From an optimization exercise on the open Yosys and OpenROAD flow, aimed at small area; shortcuts taken in it are not production practice. In this exercise RTL edits were held to simulation tests only and were not proved equivalent to the original. No activity file was given, so power comes from the tool's default toggle rates.

Design pacman_top, start of the top module:
module pacman_top (
    input  wire        clk,
    input  wire        rst,
    input  wire        btn_up,
    input  wire        btn_down,
    input  wire        btn_left,
    input  wire        btn_right,
    output wire        hs,
    output wire        vs,
    output reg  [11:0] rgb
);
    function [10:0] add11;
        input [10:0] a, b;
        input        ci;
        reg c;
        integer i;
        begin
            c = ci;
            for (i = 0; i < 11; i = i + 1) begin
                add11[i] = a[i] ^ b[i] ^ c;
                c = (a[i] & b[i]) | (a[i] & c) | (b[i] & c);
            end
        end
    endfunction
    function [9:0] inc10;
        input [9:0] a;
        reg c;
        integer i;
        begin
            c = 1'b1;
            for (i = 0; i < 10; i = i + 1) begin
                inc10[i] = a[i] ^ c;
                c = c & a[i];
            end
        end
    endfunction
    function [8:0] dec9;
        input [8:0] a;
        reg b;
        integer i;
        begin
            b = 1'b1;
            for (i = 0; i < 9; i = i + 1) begin
                dec9[i] = a[i] ^ b;
                b = b & ~a[i];
            end
        end
    endfunction
    function [3:0] dstep;
        input [2:0] r;
        input       b;
        begin
            case ({r, b})
                4'd0: dstep = 4'b0_000;  4'd1: dstep = 4'b0_001;
                4'd2: dstep = 4'b0_010;  4'd3: dstep = 4'b0_011;
                4'd4: dstep = 4'b0_100;  4'd5: dstep = 4'b1_000;
                4'd6: dstep = 4'b1_001;  4'd7: dstep = 4'b1_010;
                4'd8: dstep = 4'b1_011;  4'd9: dstep = 4'b1_100;
                default: dstep = 4'bxxxx;
            endcase
        end
    endfunction
    function [7:0] dm5;
        input [6:0] x;
        reg [2:0] r;
        reg [6:0] q;
        reg [3:0] t;
        integer i;
        begin
            r = 3'd0;
  ...
Size: roughly 20 I/O pins, about 0.011 mm^2 of cells after synthesis.
clock: 40.0 ns
lec_check: 0
cap_margin: 20
core_margin: 2
core_utilization: 60
gpl_timing_driven: 0
slew_margin: 20
standard.sh (not shown) runs the stock make flow with config.mk's settings and CLKGATE_MAP_FILE= SYNTH_SCRIPT=/design/flow/synth_recipe.tcl, a recipe that flattens the netlist after the stock synthesis.
==> flow/flow/run.sh <==
#!/bin/bash
# Layout flow: the standard synthesis (for reference), then an area-oriented
# synthesis that keeps the same registers (flow/resynth.py), then the
# standard layout steps with a smaller clock tree (no dummy loads, small
# clusters of clkbuf_4) and single-width port buffers.
set -eo pipefail
R=orfs/results/$FLOW_PLATFORM/pacman_top/base
LIB=$FLOW_HOME/platforms/$FLOW_PLATFORM/lib/sky130_fd_sc_hd__tt_025C_1v80.lib
PCFG=$FLOW_HOME/platforms/$FLOW_PLATFORM/config.mk
if [ -z "$YOSYS_EXE" ]; then
  if command -v yosys > /dev/null; then export YOSYS_EXE=$(command -v yosys);
  else export YOSYS_EXE=$FLOW_HOME/../tools/install/yosys/bin/yosys; fi
fi
bash standard.sh synth > std_synth.log 2>&1
cp $R/1_2_yosys.v synth_std.v
mkdir -p resynth
python3 flow/resynth.py $LIB $PCFG design.v synth_std.v resynth/out.v resynth > resynth.log 2>&1
cp resynth/out.v $R/1_2_yosys.v
touch $R/1_2_yosys.v
bash standard.sh \
  "BUFFER_PORTS_ARGS=-buffer_cell sky130_fd_sc_hd__buf_1" \
  "CTS_ARGS=-sink_clustering_enable -repair_clock_nets -dont_use_dummy_load -sink_clustering_size 10 -sink_clustering_max_diameter 40 -buf_list sky130_fd_sc_hd__clkbuf_4" \
  finish > std_layout.log 2>&1
Other scripts of this flow, unchanged in this note and not shown: flow/flow/mkcells.py, flow/flow/resynth.py
The starting point went through all stages and came out clean.
Edit:
--- a/flow/flow/run.sh
+++ b/flow/flow/run.sh
@@ -22 +22 @@
-  "CTS_ARGS=-sink_clustering_enable -repair_clock_nets -dont_use_dummy_load -sink_clustering_size 10 -sink_clustering_max_diameter 40 -buf_list sky130_fd_sc_hd__clkbuf_4" \
+  "CTS_ARGS=-sink_clustering_enable -repair_clock_nets -dont_use_dummy_load -sink_clustering_size 11 -sink_clustering_max_diameter 42 -buf_list sky130_fd_sc_hd__clkbuf_4" \
- The changed run finished clean
- utilization went down by 0.15 points
- maximum frequency is higher by about 0.37%
- non-clock buffer count is unchanged
- global-route usage barely changes
- wire length falls by 0.47%
- total power goes down by about 0.65%
- synthesized area stays the same
- worst setup slack improves by 0.070 ns

* * *

Setup of run 1:
Another version of the RTL of pacman_top (not shown whole).
For scale: ~20 I/O pins.
Settings: LEC_CHECK=0, CAP_MARGIN=20, CORE_MARGIN=2, CORE_UTILIZATION=40, SLEW_MARGIN=20; clock period 40.0 ns.
==> flow/flow/run.sh <==
#!/bin/bash
# Layout flow: the standard synthesis, then its combinational logic mapped
# again by ABC for area (registers untouched), then the standard layout.
set -eo pipefail
R=orfs/results/$FLOW_PLATFORM/pacman_top/base
LIB=$FLOW_HOME/platforms/$FLOW_PLATFORM/lib/sky130_fd_sc_hd__tt_025C_1v80.lib
PCFG=$FLOW_HOME/platforms/$FLOW_PLATFORM/config.mk
if [ -z "$YOSYS_EXE" ]; then
  if command -v yosys > /dev/null; then export YOSYS_EXE=$(command -v yosys);
  else export YOSYS_EXE=$FLOW_HOME/../tools/install/yosys/bin/yosys; fi
fi
bash standard.sh synth > std_synth.log 2>&1
cp $R/1_2_yosys.v synth_std.v
mkdir -p reopt
python3 flow/reopt.py $LIB $PCFG synth_std.v reopt/reopt.v reopt > reopt.log 2>&1
cp reopt/reopt.v $R/1_2_yosys.v
touch $R/1_2_yosys.v
bash standard.sh > std_layout.log 2>&1
Other scripts of this flow, unchanged in this note and not shown: flow/flow/mkcells.py, flow/flow/reopt.py
Relative to run 1, the following input files were edited for run 2:
- a change of CORE_UTILIZATION from 40 to 60
- an added CTS_CLUSTER_DIAMETER of 40
- an added CTS_BUF_LIST of sky130_fd_sc_hd__clkbuf_4
- an added CTS_CLUSTER_SIZE of 10
-- flow/flow/run.sh --
<<< run 1, line 16
cp reopt/reopt.v $R/1_2_yosys.v
touch $R/1_2_yosys.v
bash standard.sh > std_layout.log 2>&1
>>> run 2, line 16
cp reopt/reopt.v $R/1_2_yosys.v
touch $R/1_2_yosys.v
bash standard.sh "BUFFER_PORTS_ARGS=-buffer_cell sky130_fd_sc_hd__buf_1" finish > std_layout.log 2>&1
## What came out
Of the two values seen for master of the slowest instance on the critical path, sky130_fd_sc_hd__o31ai_1 was produced by run 2 and sky130_fd_sc_hd__clkdlybuf4s50_1 by run 1. Run 2 vs. run 1: clock network fraction of design power shrank by 13 points, routed wire length per instance essentially unchanged, wire length saw a decrease, net switching power went down by 10%.
Setup changes, run 2 to run 3
- changing CTS_CLUSTER_SIZE from 10 to 25
- changing CTS_BUF_LIST from sky130_fd_sc_hd__clkbuf_4 to sky130_fd_sc_hd__clkbuf_16
- changing CTS_CLUSTER_DIAMETER from 40 to 60
--- outcome ---
- Run 2 -> run 3: count of clock tree sinks delta 0, exact match
- Compared with run 2, run 3 shows a met1 usage that is 0.30 points higher.
- When run 3 is set beside run 2, its number of antenna violations at the first check in global routing turns out to be 1 smaller.
- Between run 3 and run 2, the clock transition at the register clock pins on the worst setup and hold paths after CTS does not differ in any meaningful way.
- Run 3 vs run 2: setup slack up in run 3
- On headroom to the max-slew limit, run 3 and run 2 are neck and neck.
- The run with more routed wire is run 3, not run 2.
- Total inserted antenna cells in run 3 vs run 2: down 1
- Comparing run 2 against run 3, there is no change at all in horizontal extent of the die.
> inputs changed (run 3 -> run 4)
- changing CTS_BUF_LIST from sky130_fd_sc_hd__clkbuf_16 to sky130_fd_sc_hd__clkbuf_4 sky130_fd_sc_hd__clkbuf_8
- changing CTS_CLUSTER_DIAMETER from 60 to 80
- changing CTS_CLUSTER_SIZE from 25 to 20
-- flow/flow/run.sh --
<<< run 3, line 16
cp reopt/reopt.v $R/1_2_yosys.v
touch $R/1_2_yosys.v
bash standard.sh "BUFFER_PORTS_ARGS=-buffer_cell sky130_fd_sc_hd__buf_1" finish > std_layout.log 2>&1
>>> run 4, line 16
cp reopt/reopt.v $R/1_2_yosys.v
touch $R/1_2_yosys.v
bash standard.sh > std_layout.log 2>&1
Run 4 ends up with a sequential share of layout area that is 0.57 points higher than in run 3. Comparing run 3 and run 4, clock power is higher on run 3. Number of fill cells in the layout grows slightly when moving from run 3 to run 4. Summary of run 4 over run 3: part of the cycle the worst path needs increased by 0.69 points relative to the old numbers; core utilization went down by 0.80 points.

separate check: timing with driven ports:
How much do the figures lean on ideal ports? The routed layouts below were timed once more, with nothing changed but the port constraints.
Step 1 (the two cells are an assumption about what drives the block):
set clk [get_ports {clk}]
set_driving_cell -lib_cell sky130_fd_sc_hd__clkbuf_16 $clk
set_driving_cell -lib_cell sky130_fd_sc_hd__buf_2 [delete_from_list [all_inputs] $clk]
Step 2 moves the port delays by t, midway between the first and last clock arrival at a register: inputs arrive t later, outputs are due t later. That takes back most of the time a late clock gives input paths.
Three values: ideal ports, drivers, drivers and shift; two values: the first two.
| run | t (ns) | slack for setup (ns) | hold slack, ns | clock arrival spread, ns | worst register clock-pin slew, ns |
|---|---|---|---|---|---|
| the first run of note 1 | 0.638 | 20.899 / 20.860 / 21.499 | 0.276 / 0.276 / 0.276 | 0.117 / 0.117 | 0.11 / 0.11 |
| the second run of note 1 | 0.653 | 20.969 / 20.932 / 21.585 | 0.267 / 0.267 / 0.267 | 0.104 / 0.104 | 0.12 / 0.12 |
| run 1 | 0.601 | 23.658 / 23.610 / 24.211 | 0.301 / 0.301 / 0.301 | 0.028 / 0.029 | 0.07 / 0.07 |
| run 2 | 0.682 | 23.957 / 23.917 / 24.599 | 0.322 / 0.322 / 0.322 | 0.030 / 0.030 | 0.12 / 0.12 |
| run 3 | 0.559 | 24.026 / 23.983 / 24.542 | 0.326 / 0.326 / 0.326 | 0.018 / 0.018 | 0.09 / 0.09 |
| run 4 | 0.584 | 23.749 / 23.709 / 24.293 | 0.307 / 0.307 / 0.307 | 0.038 / 0.038 | 0.12 / 0.12 |
After both steps setup and hold are still met in every run listed.
